Background: an optimization exercise with open tools, aiming at small area. Do not read the settings as production practice.
In this exercise RTL edits were held to simulation tests only and were not proved equivalent to the original.

==> inputs of run a <==
// DE10_LITE_Golden_Top
module DE10_LITE_Golden_Top(
	input 		          		ADC_CLK_10,
	input 		          		reset,
	output		     [7:0]		HEX0,
	output		     [7:0]		HEX1,
	output		     [7:0]		HEX2,
	output		     [7:0]		HEX3,
	output		     [7:0]		HEX4,
	output		     [7:0]		HEX5,
	input 		     [1:0]		KEY,
	output		     [9:0]		LEDR,
	input 		     [9:0]		SW
);
Settings: LEC_CHECK=0, CAP_MARGIN=20, CORE_MARGIN=2, CORE_UTILIZATION=40, SLEW_MARGIN=20; clock period 12.0 ns.
standard.sh (not shown) runs the stock make flow with config.mk's settings and CLKGATE_MAP_FILE= SYNTH_SCRIPT=/design/flow/synth_recipe.tcl, a recipe that flattens the netlist after the stock synthesis.
==> flow/flow/run.sh <==
#!/bin/bash
# Own layout flow: the standard synthesis, then the combinational logic
# between the same registers is mapped again with a stronger ABC area script,
# then the standard layout from that netlist.
set -euo pipefail
HERE=$(cd "$(dirname "${BASH_SOURCE[0]}")" && pwd)
WORK=$(pwd)
R=$WORK/orfs/results/$FLOW_PLATFORM/DE10_LITE_Golden_Top/base
LIB=$FLOW_HOME/platforms/$FLOW_PLATFORM/lib/sky130_fd_sc_hd__tt_025C_1v80.lib
YOSYS=$(command -v yosys || echo "$FLOW_HOME/../tools/install/yosys/bin/yosys")

# 1. standard synthesis
bash standard.sh synth > "$WORK/log_1_synth.log" 2>&1

# 2. remap the logic around the registers
cp "$R/1_2_yosys.v" "$WORK/std_1_2_yosys.v"
"$YOSYS" -p "read_liberty -lib $LIB; read_verilog $WORK/std_1_2_yosys.v; hierarchy -top $FLOW_TOP; write_json $WORK/std.json" > "$WORK/log_2_tojson.log" 2>&1
python3 "$HERE/unmap.py" "$LIB" "$WORK/std.json" "$FLOW_TOP" "$WORK/unmapped.v" > "$WORK/log_3_unmap.log" 2>&1
# the platform's DONT_USE_CELLS
DU="-dont_use sky130_fd_sc_hd__probe_p_8 -dont_use sky130_fd_sc_hd__probec_p_8"
for c in $(grep -o 'cell ("sky130_fd_sc_hd__lpflow_[a-z0-9_]*")' "$LIB" | sed 's/cell ("\(.*\)")/\1/'); do DU="$DU -dont_use $c"; done
cat > "$WORK/reopt.ys" <<EOS
read_liberty -lib $LIB
read_verilog $WORK/unmapped.v
hierarchy -top $FLOW_TOP
proc
opt_clean
techmap
opt -fast
abc -liberty $LIB -script $HERE/strong.abc $DU
opt_clean -purge
splitnets
opt_clean -purge
hilomap -hicell sky130_fd_sc_hd__conb_1 HI -locell sky130_fd_sc_hd__conb_1 LO
insbuf -buf sky130_fd_sc_hd__buf_1 A X
opt_clean -purge
check -assert -mapped
stat -liberty $LIB
write_verilog -noattr -nohex -nodec $WORK/reopt_1_2_yosys.v
EOS
"$YOSYS" -s "$WORK/reopt.ys" > "$WORK/log_4_reopt.log" 2>&1
cp "$WORK/reopt_1_2_yosys.v" "$R/1_2_yosys.v"
touch "$R/1_2_yosys.v"

# 3. standard layout from the new netlist
# every port gets a buffer, as in the standard flow, of the smallest kind
bash standard.sh BUFFER_PORTS_ARGS="-buffer_cell sky130_fd_sc_hd__buf_1" finish > "$WORK/log_5_layout.log" 2>&1
==> flow/flow/strong.abc <==
strash
&get -n
&deepsyn -T 40
&put
dch -f
map -a
mfs2
strash
dch -f
map -a
topo
Other scripts of this flow, unchanged in this note and not shown: flow/flow/unmap.py
==> inputs of run b, as changes to run a <==
==> flow/flow/run.sh (replaced) <==
#!/bin/bash
# Own layout flow: the standard synthesis; then the combinational logic
# between the same registers is mapped again with a stronger ABC area script
# (a few seeds, the smallest netlist kept); then the standard layout from
# that netlist, with the smallest buffer on every port and a clock tree
# without dummy loads.
set -euo pipefail
HERE=$(cd "$(dirname "${BASH_SOURCE[0]}")" && pwd)
WORK=$(pwd)
R=$WORK/orfs/results/$FLOW_PLATFORM/DE10_LITE_Golden_Top/base
LIB=$FLOW_HOME/platforms/$FLOW_PLATFORM/lib/sky130_fd_sc_hd__tt_025C_1v80.lib
YOSYS=$(command -v yosys || echo "$FLOW_HOME/../tools/install/yosys/bin/yosys")
SEEDS=${SEEDS:-"1 2 3 4"}

# 1. standard synthesis
bash standard.sh synth > "$WORK/log_1_synth.log" 2>&1

# 2. remap the logic around the registers
cp "$R/1_2_yosys.v" "$WORK/std_1_2_yosys.v"
"$YOSYS" -p "read_liberty -lib $LIB; read_verilog $WORK/std_1_2_yosys.v; hierarchy -top $FLOW_TOP; write_json $WORK/std.json" > "$WORK/log_2_tojson.log" 2>&1
python3 "$HERE/unmap.py" "$LIB" "$WORK/std.json" "$FLOW_TOP" "$WORK/unmapped.v" > "$WORK/log_3_unmap.log" 2>&1
# the platform's DONT_USE_CELLS
DU="-dont_use sky130_fd_sc_hd__probe_p_8 -dont_use sky130_fd_sc_hd__probec_p_8"
for c in $(grep -o 'cell ("sky130_fd_sc_hd__lpflow_[a-z0-9_]*")' "$LIB" | sed 's/cell ("\(.*\)")/\1/'); do DU="$DU -dont_use $c"; done
for s in $SEEDS; do
  sed "s/&deepsyn /\&deepsyn -S $s /" "$HERE/strong.abc" > "$WORK/strong_$s.abc"
  cat > "$WORK/reopt_$s.ys" <<EOS
read_liberty -lib $LIB
read_verilog $WORK/unmapped.v
hierarchy -top $FLOW_TOP
proc
opt_clean
techmap
opt -fast
abc -liberty $LIB -script $WORK/strong_$s.abc $DU
opt_clean -purge
splitnets
opt_clean -purge
hilomap -hicell sky130_fd_sc_hd__conb_1 HI -locell sky130_fd_sc_hd__conb_1 LO
insbuf -buf sky130_fd_sc_hd__buf_1 A X
opt_clean -purge
check -assert -mapped
tee -o $WORK/reopt_$s.stat stat -liberty $LIB
write_verilog -noattr -nohex -nodec $WORK/reopt_$s.v
EOS
  "$YOSYS" -s "$WORK/reopt_$s.ys" > "$WORK/log_4_reopt_$s.log" 2>&1 &
done
wait
best=""
for s in $SEEDS; do
  a=$(grep "Chip area" "$WORK/reopt_$s.stat" | awk '{print $NF}')
  echo "seed $s: $a" >> "$WORK/log_4_reopt_pick.log"
  if [[ -z "$best" ]] || awk "BEGIN{exit !($a < $besta)}"; then best=$s; besta=$a; fi
done
echo "kept seed $best" >> "$WORK/log_4_reopt_pick.log"
cp "$WORK/reopt_$best.v" "$R/1_2_yosys.v"
touch "$R/1_2_yosys.v"

# 3. standard layout from the new netlist
bash standard.sh \
  BUFFER_PORTS_ARGS="-buffer_cell sky130_fd_sc_hd__buf_1" \
  CTS_ARGS="-sink_clustering_enable -repair_clock_nets -dont_use_dummy_load -buf_list sky130_fd_sc_hd__clkbuf_4" \
  finish > "$WORK/log_5_layout.log" 2>&1
==> flow/flow/strong.abc (replaced) <==
strash
&get -n
&deepsyn -T 60
&put
dch -f
map -a
mfs2
strash
dch -f
map -a
topo
==> inputs of run c, as changes to run a <==
==> flow/design.v (replaced) <==
module knightrider(clkin,LEDout,mode,speed,reset);
	input clkin;
	input reset;
	input [3:0] mode;
	input [3:0] speed;
	output reg [9:0] LEDout;
	localparam [3:0] P_COL = 4'd13;
	reg [6:0] r;
	wire [6:0] rn = {r[5:0], r[6] ^ r[5]};
	wire rend = r[6] & ~r[5] & r[4] & r[2] & r[0];
	reg [3:0] q;
	wire [3:0] qe = ~(q ^ speed);
	wire [3:0] qg = q & ~speed;
	wire gt = qg[3] | (qe[3] & (qg[2] | (qe[2] & (qg[1] | (qe[1] & qg[0])))));
	wire step = gt | (rend & (&qe));
	wire [3:0] qn = q + 4'd1;
	reg [2:0] x;
	reg [2:0] y;
	wire [2:0] yn = y[2] ? 3'd0 : y + 3'd1;
	wire ph = x[0];
	localparam [127:0] B9_T = 128'h3003003000000030000300003;
	localparam [1023:0] KD_T = 1024'h1ff0060000701c0707f1fc7f0017fffe01f07fe000000000000000000000000000f0fff00ff00f0000300c0303f0fc3f3fffffff0000000000000000000000001ff7fdff0071fff807f01f800010040101f07c1f00000000000000000000000000f03c0f0ff3fcff0033fffc03f03fc03ff00000;
	localparam [255:0] PB_T = 256'h20217171518131611140f120d100b0e090c070a0508030601040202;
	reg [3:0] p;
	reg dir;
	wire [3:0] pnx;
	wire dnx;
	assign {pnx, dnx} = PB_T[{{p, dir}, 3'b000} +: 5];
	wire col = (mode[3:1] == 3'b010) & (pnx == 4'd6);
	localparam [511:0] BD_T = 512'h80201000c030300060186000300cc000180780000c03000006078000030cc0000198600000f030000060100000000;
	reg [3:0] msel;
	always @(posedge clkin) begin
		if (reset) begin
			q <= 4'd0;
			r <= 7'd1;
			x <= 3'd0; y <= 3'd0;
			p <= 4'd2; dir <= 1'b0;
			msel <= 4'd15;
		end else if (step) begin
			q <= 4'd0;
			r <= 7'd1;
			x <= x + 3'd1; y <= yn;
			p <= col ? P_COL : pnx; dir <= dnx;
			msel <= mode;
		end else if (rend) begin
			q <= qn;
			r <= 7'd1;
		end else begin
			r <= rn;
		end
	end
	wire [9:0] p12 = B9_T[{x, 4'b0000} +: 10];
	wire [9:0] p13, p14, p15;
	assign {p13, p14, p15} = KD_T[{{x[1:0], y}, 5'b00000} +: 30];
	wire [9:0] b1, b12;
	assign {b1, b12} = BD_T[{p, 5'b00000} +: 20];
	wire iscol = (p == P_COL);
	always @(*) begin
		case (msel)
			4'd0: LEDout = b1;
			4'd1: LEDout = ~b1;
			4'd2: LEDout = b12;
			4'd3: LEDout = ~b12;
			4'd4: LEDout = iscol ? 10'b1111111111 : b12;
			4'd5: LEDout = iscol ? 10'b0000000000 : ~b12;
			4'd6: LEDout = 10'b0000011111 ^ {10{ph}};
			4'd7: LEDout = 10'b0101010101 ^ {10{ph}};
			4'd8: LEDout = 10'b0011001100 ^ {10{ph}};
			4'd9: LEDout = 10'b0000110000 ^ {10{ph}};
			4'd10: LEDout = 10'b0001111000 ^ {10{ph}};
			4'd11: LEDout = 10'b1110000111 ^ (10'b1001111001 & {10{ph}});
			4'd12: LEDout = p12;
			4'd13: LEDout = p13;
			4'd14: LEDout = p14;
			default: LEDout = p15;
		endcase
	end
endmodule
module DE10_LITE_Golden_Top(
	input 		          		ADC_CLK_10,
	input 		          		reset,
	output		     [7:0]		HEX0,
	output		     [7:0]		HEX1,
	output		     [7:0]		HEX2,
	output		     [7:0]		HEX3,
	output		     [7:0]		HEX4,
	output		     [7:0]		HEX5,
	input 		     [1:0]		KEY,
	output		     [9:0]		LEDR,
	input 		     [9:0]		SW
);
reg [1:0] keystate;
reg [1:0] keyprev;
always @(posedge ADC_CLK_10) begin
	keyprev <= KEY;
	if (reset) begin
		keystate <= 2'b00;
	end
	else begin
		if (KEY[0] & ~keyprev[0])
			keystate[1] <= ~keystate[1];
		if (KEY[1] & ~keyprev[1])
			keystate[0] <= ~keystate[0];
	end
end
wire [3:0] m = {keystate, SW[9:8]};
wire [3:0] A = SW[7:4];
wire [3:0] B = SW[3:0];
wire [9:0] kr;
knightrider kr1(ADC_CLK_10, kr, A, B, reset);
wire sub = ~((m == 4'd0) | (m == 4'd13));
wire [3:0] Bx = B ^ {4{sub}};
wire [4:0] as = {1'b0, A} + {1'b0, Bx} + {4'b0, sub};
wire [4:0] sum = as;
wire [4:0] dif = {~as[4], as[3:0]};
wire eq = (A == B);
wire lt = ~as[4];
wire gt = as[4] & ~eq;
wire s4 = A[3] ^ Bx[3] ^ as[4];
wire sadd4 = s4;
wire b8 = B[3] & ~|B[2:0];
wire ssub4 = b8 ? (~A[3] & |A[2:0]) : s4;
reg [7:0] O;
reg [9:0] L;
always @(*) begin
	L[9:8] = 2'b00;
	case (m)
		4'd0: begin O = {4'b0, sum[3:0]}; L[9] = sum[4]; end
		4'd1: begin O = {4'b0, dif[3:0]}; L[9] = lt; end
		4'd2: begin O = {SW[6:0], 1'b0}; L[9] = SW[7]; end
		4'd3: begin O = {1'b0, SW[7:1]}; L[9] = SW[0]; end
		4'd4: O = {4'b0, A & B};
		4'd5: O = {4'b0, A | B};
		4'd6: O = {4'b0, A ^ B};
		4'd7: O = ~SW[7:0];
		4'd8: O = {7'b0, eq};
		4'd9: O = {7'b0, gt};
		4'd10: O = {7'b0, lt};
		4'd11: O = {4'b0, gt ? A : B};
		4'd12: begin O = 8'd0; L[9:8] = kr[9:8]; end
		4'd13: O = {{4{sadd4}}, sum[3:0]};
		4'd14: O = {{4{ssub4}}, dif[3:0]};
		default: O = 8'd0;
	endcase
	L[7:0] = (m == 4'd12) ? kr[7:0] : O;
end
assign LEDR = L;
function [6:0] seg;
	input [3:0] v;
	case (v)
		4'h0: seg = 7'b1000000;
		4'h1: seg = 7'b1111001;
		4'h2: seg = 7'b0100100;
		4'h3: seg = 7'b0110000;
		4'h4: seg = 7'b0011001;
		4'h5: seg = 7'b0010010;
		4'h6: seg = 7'b0000010;
		4'h7: seg = 7'b1111000;
		4'h8: seg = 7'b0000000;
		4'h9: seg = 7'b0010000;
		4'hA: seg = 7'b0001000;
		4'hB: seg = 7'b0000011;
		4'hC: seg = 7'b1000110;
		4'hD: seg = 7'b0100001;
		4'hE: seg = 7'b0000110;
		default: seg = 7'b0001110;
	endcase
endfunction
reg [13:0] mn;
always @(*) begin
	case (m)
		4'd0:  mn = {7'b0001000, 7'b0001000};
		4'd1:  mn = {7'b0001000, 7'b0010010};
		4'd2:  mn = {7'b0001000, 7'b0001100};
		4'd3:  mn = {7'b0001000, 7'b0100001};
		4'd4:  mn = {7'b1000111, 7'b0001000};
		4'd5:  mn = {7'b1000111, 7'b1000000};
		4'd6:  mn = {7'b1000111, 7'b0001001};
		4'd7:  mn = {7'b1000111, 7'b0101011};
		4'd8:  mn = {7'b1000110, 7'b0000110};
		4'd9:  mn = {7'b1000110, 7'b0000010};
		4'd10: mn = {7'b1000110, 7'b1000111};
		4'd11: mn = {7'b1000110, 7'b0001001};
		4'd12: mn = {7'b0101011, 7'b0101111};
		4'd13: mn = {7'b0010010, 7'b0001000};
		4'd14: mn = {7'b0010010, 7'b0010010};
		default: mn = {7'b0101011, 7'b0001110};
	endcase
end
assign HEX5 = {1'b1, seg(A)};
assign HEX4 = {1'b1, seg(B)};
assign HEX3 = {1'b1, mn[13:7]};
assign HEX2 = {1'b1, mn[6:0]};
assign HEX1 = {~(m == 4'd2 & SW[7]), seg(O[7:4])};
assign HEX0 = {~(m == 4'd3 & SW[0]), seg(O[3:0])};
endmodule
==> flow/flow/run.sh (replaced) <==
#!/bin/bash
# Own layout flow: the standard synthesis; then the combinational logic
# between the same registers is mapped again with a stronger ABC area script
# (a few seeds, the smallest netlist kept); then the standard layout from
# that netlist, with the smallest buffer on every port and a clock tree
# without dummy loads.
set -euo pipefail
HERE=$(cd "$(dirname "${BASH_SOURCE[0]}")" && pwd)
WORK=$(pwd)
R=$WORK/orfs/results/$FLOW_PLATFORM/DE10_LITE_Golden_Top/base
LIB=$FLOW_HOME/platforms/$FLOW_PLATFORM/lib/sky130_fd_sc_hd__tt_025C_1v80.lib
YOSYS=$(command -v yosys || echo "$FLOW_HOME/../tools/install/yosys/bin/yosys")
SEEDS=${SEEDS:-"1 2 3 4"}
# seeds 1 and 2 map with amap, 3 and 4 with map -a
script_for() { case $1 in 1|2) echo "$HERE/strong.abc" ;; *) echo "$HERE/strong_map.abc" ;; esac; }

# 1. standard synthesis
bash standard.sh synth > "$WORK/log_1_synth.log" 2>&1

# 2. remap the logic around the registers
cp "$R/1_2_yosys.v" "$WORK/std_1_2_yosys.v"
"$YOSYS" -p "read_liberty -lib $LIB; read_verilog $WORK/std_1_2_yosys.v; hierarchy -top $FLOW_TOP; write_json $WORK/std.json" > "$WORK/log_2_tojson.log" 2>&1
python3 "$HERE/unmap.py" "$LIB" "$WORK/std.json" "$FLOW_TOP" "$WORK/unmapped.v" > "$WORK/log_3_unmap.log" 2>&1
# the platform's DONT_USE_CELLS
DU="-dont_use sky130_fd_sc_hd__probe_p_8 -dont_use sky130_fd_sc_hd__probec_p_8"
for c in $(grep -o 'cell ("sky130_fd_sc_hd__lpflow_[a-z0-9_]*")' "$LIB" | sed 's/cell ("\(.*\)")/\1/'); do DU="$DU -dont_use $c"; done
for s in $SEEDS; do
  sed "s/&deepsyn /\&deepsyn -S $s /" "$(script_for $s)" > "$WORK/strong_$s.abc"
  cat > "$WORK/reopt_$s.ys" <<EOS
read_liberty -lib $LIB
read_verilog $WORK/unmapped.v
hierarchy -top $FLOW_TOP
proc
opt_clean
techmap
opt -fast
abc -liberty $LIB -script $WORK/strong_$s.abc $DU
opt_clean -purge
splitnets
opt_clean -purge
hilomap -hicell sky130_fd_sc_hd__conb_1 HI -locell sky130_fd_sc_hd__conb_1 LO
insbuf -buf sky130_fd_sc_hd__buf_1 A X
opt_clean -purge
check -assert -mapped
tee -o $WORK/reopt_$s.stat stat -liberty $LIB
write_verilog -noattr -nohex -nodec $WORK/reopt_$s.v
EOS
  "$YOSYS" -s "$WORK/reopt_$s.ys" > "$WORK/log_4_reopt_$s.log" 2>&1 &
done
wait
best=""
for s in $SEEDS; do
  a=$(grep "Chip area" "$WORK/reopt_$s.stat" | awk '{print $NF}')
  echo "seed $s: $a" >> "$WORK/log_4_reopt_pick.log"
  if [[ -z "$best" ]] || awk "BEGIN{exit !($a < $besta)}"; then best=$s; besta=$a; fi
done
echo "kept seed $best" >> "$WORK/log_4_reopt_pick.log"
cp "$WORK/reopt_$best.v" "$R/1_2_yosys.v"
touch "$R/1_2_yosys.v"

# 3. standard layout from the new netlist
bash standard.sh \
  BUFFER_PORTS_ARGS="-buffer_cell sky130_fd_sc_hd__buf_1" \
  CTS_ARGS="-sink_clustering_enable -repair_clock_nets -dont_use_dummy_load -buf_list sky130_fd_sc_hd__clkbuf_4" \
  finish > "$WORK/log_5_layout.log" 2>&1
==> flow/flow/strong.abc (replaced) <==
strash
&get -n
&deepsyn -T 150
&put
amap
topo
==> flow/flow/strong_map.abc (new file) <==
strash
&get -n
&deepsyn -T 150
&put
dch -f
map -a
mfs2
strash
dch -f
map -a
topo
==> inputs of run d, as changes to run a <==
--- a/flow/config.mk
+++ b/flow/config.mk
@@ -5,7 +5,8 @@
 export SDC_FILE = /design/flow/constraint.sdc
 export NUM_CORES = 4
 export LEC_CHECK = 0
 export CAP_MARGIN = 20
 export CORE_MARGIN = 2
-export CORE_UTILIZATION = 40
+export CORE_UTILIZATION = 60
+export CTS_BUF_LIST = sky130_fd_sc_hd__clkbuf_4
 export SLEW_MARGIN = 20
==> comparison <==
- Critical path depth, highest first: run a, run b, run d, run c.
- Register-to-register slack: run c < run d < run b < run a.
- Flip-flop and latch count is the same in run b and run c.
- The lowest first-iteration DRC count belongs to run b, the highest to run d.
- Between run a and run c, the lower clock skew is in run a (gap 0.021 ns).

## re-timing with driven ports
The flow's constraints put no driver on any port. The routed layouts listed below were extracted and timed again, unchanged, in two steps. Step 1: set_driving_cell puts a clkbuf_16 on ADC_CLK_10 and a buf_2 on each other input, an assumption about the parent block. Step 2 times the ports against the registers' clock, not the clock port: input delays grow and output delays shrink by t, the midpoint of the rising clock arrivals with the driver on. Three values: no drivers, after step 1, after step 2; two values: the first two.
run	t, ns	slack for setup (ns)	worst hold slack (ns)	worst setup path at the end	clock arrival spread, ns
run a	0.320	3.562 / 3.535 / 3.535	0.422 / 0.422 / 0.422	input to output	0.006 / 0.006
run b	0.347	3.804 / 3.783 / 3.783	0.427 / 0.427 / 0.427	input to output	0.004 / 0.003
run c	0.348	3.194 / 3.170 / 3.170	0.408 / 0.408 / 0.408	input to output	0.027 / 0.027
run d	0.356	3.722 / 3.699 / 3.699	0.428 / 0.428 / 0.428	input to output	0.014 / 0.014
After both steps every run listed still meets setup and hold. The setup slack of run a, which loses most, moves by -0.027 ns with the drivers and by -0.027 ns with both steps.
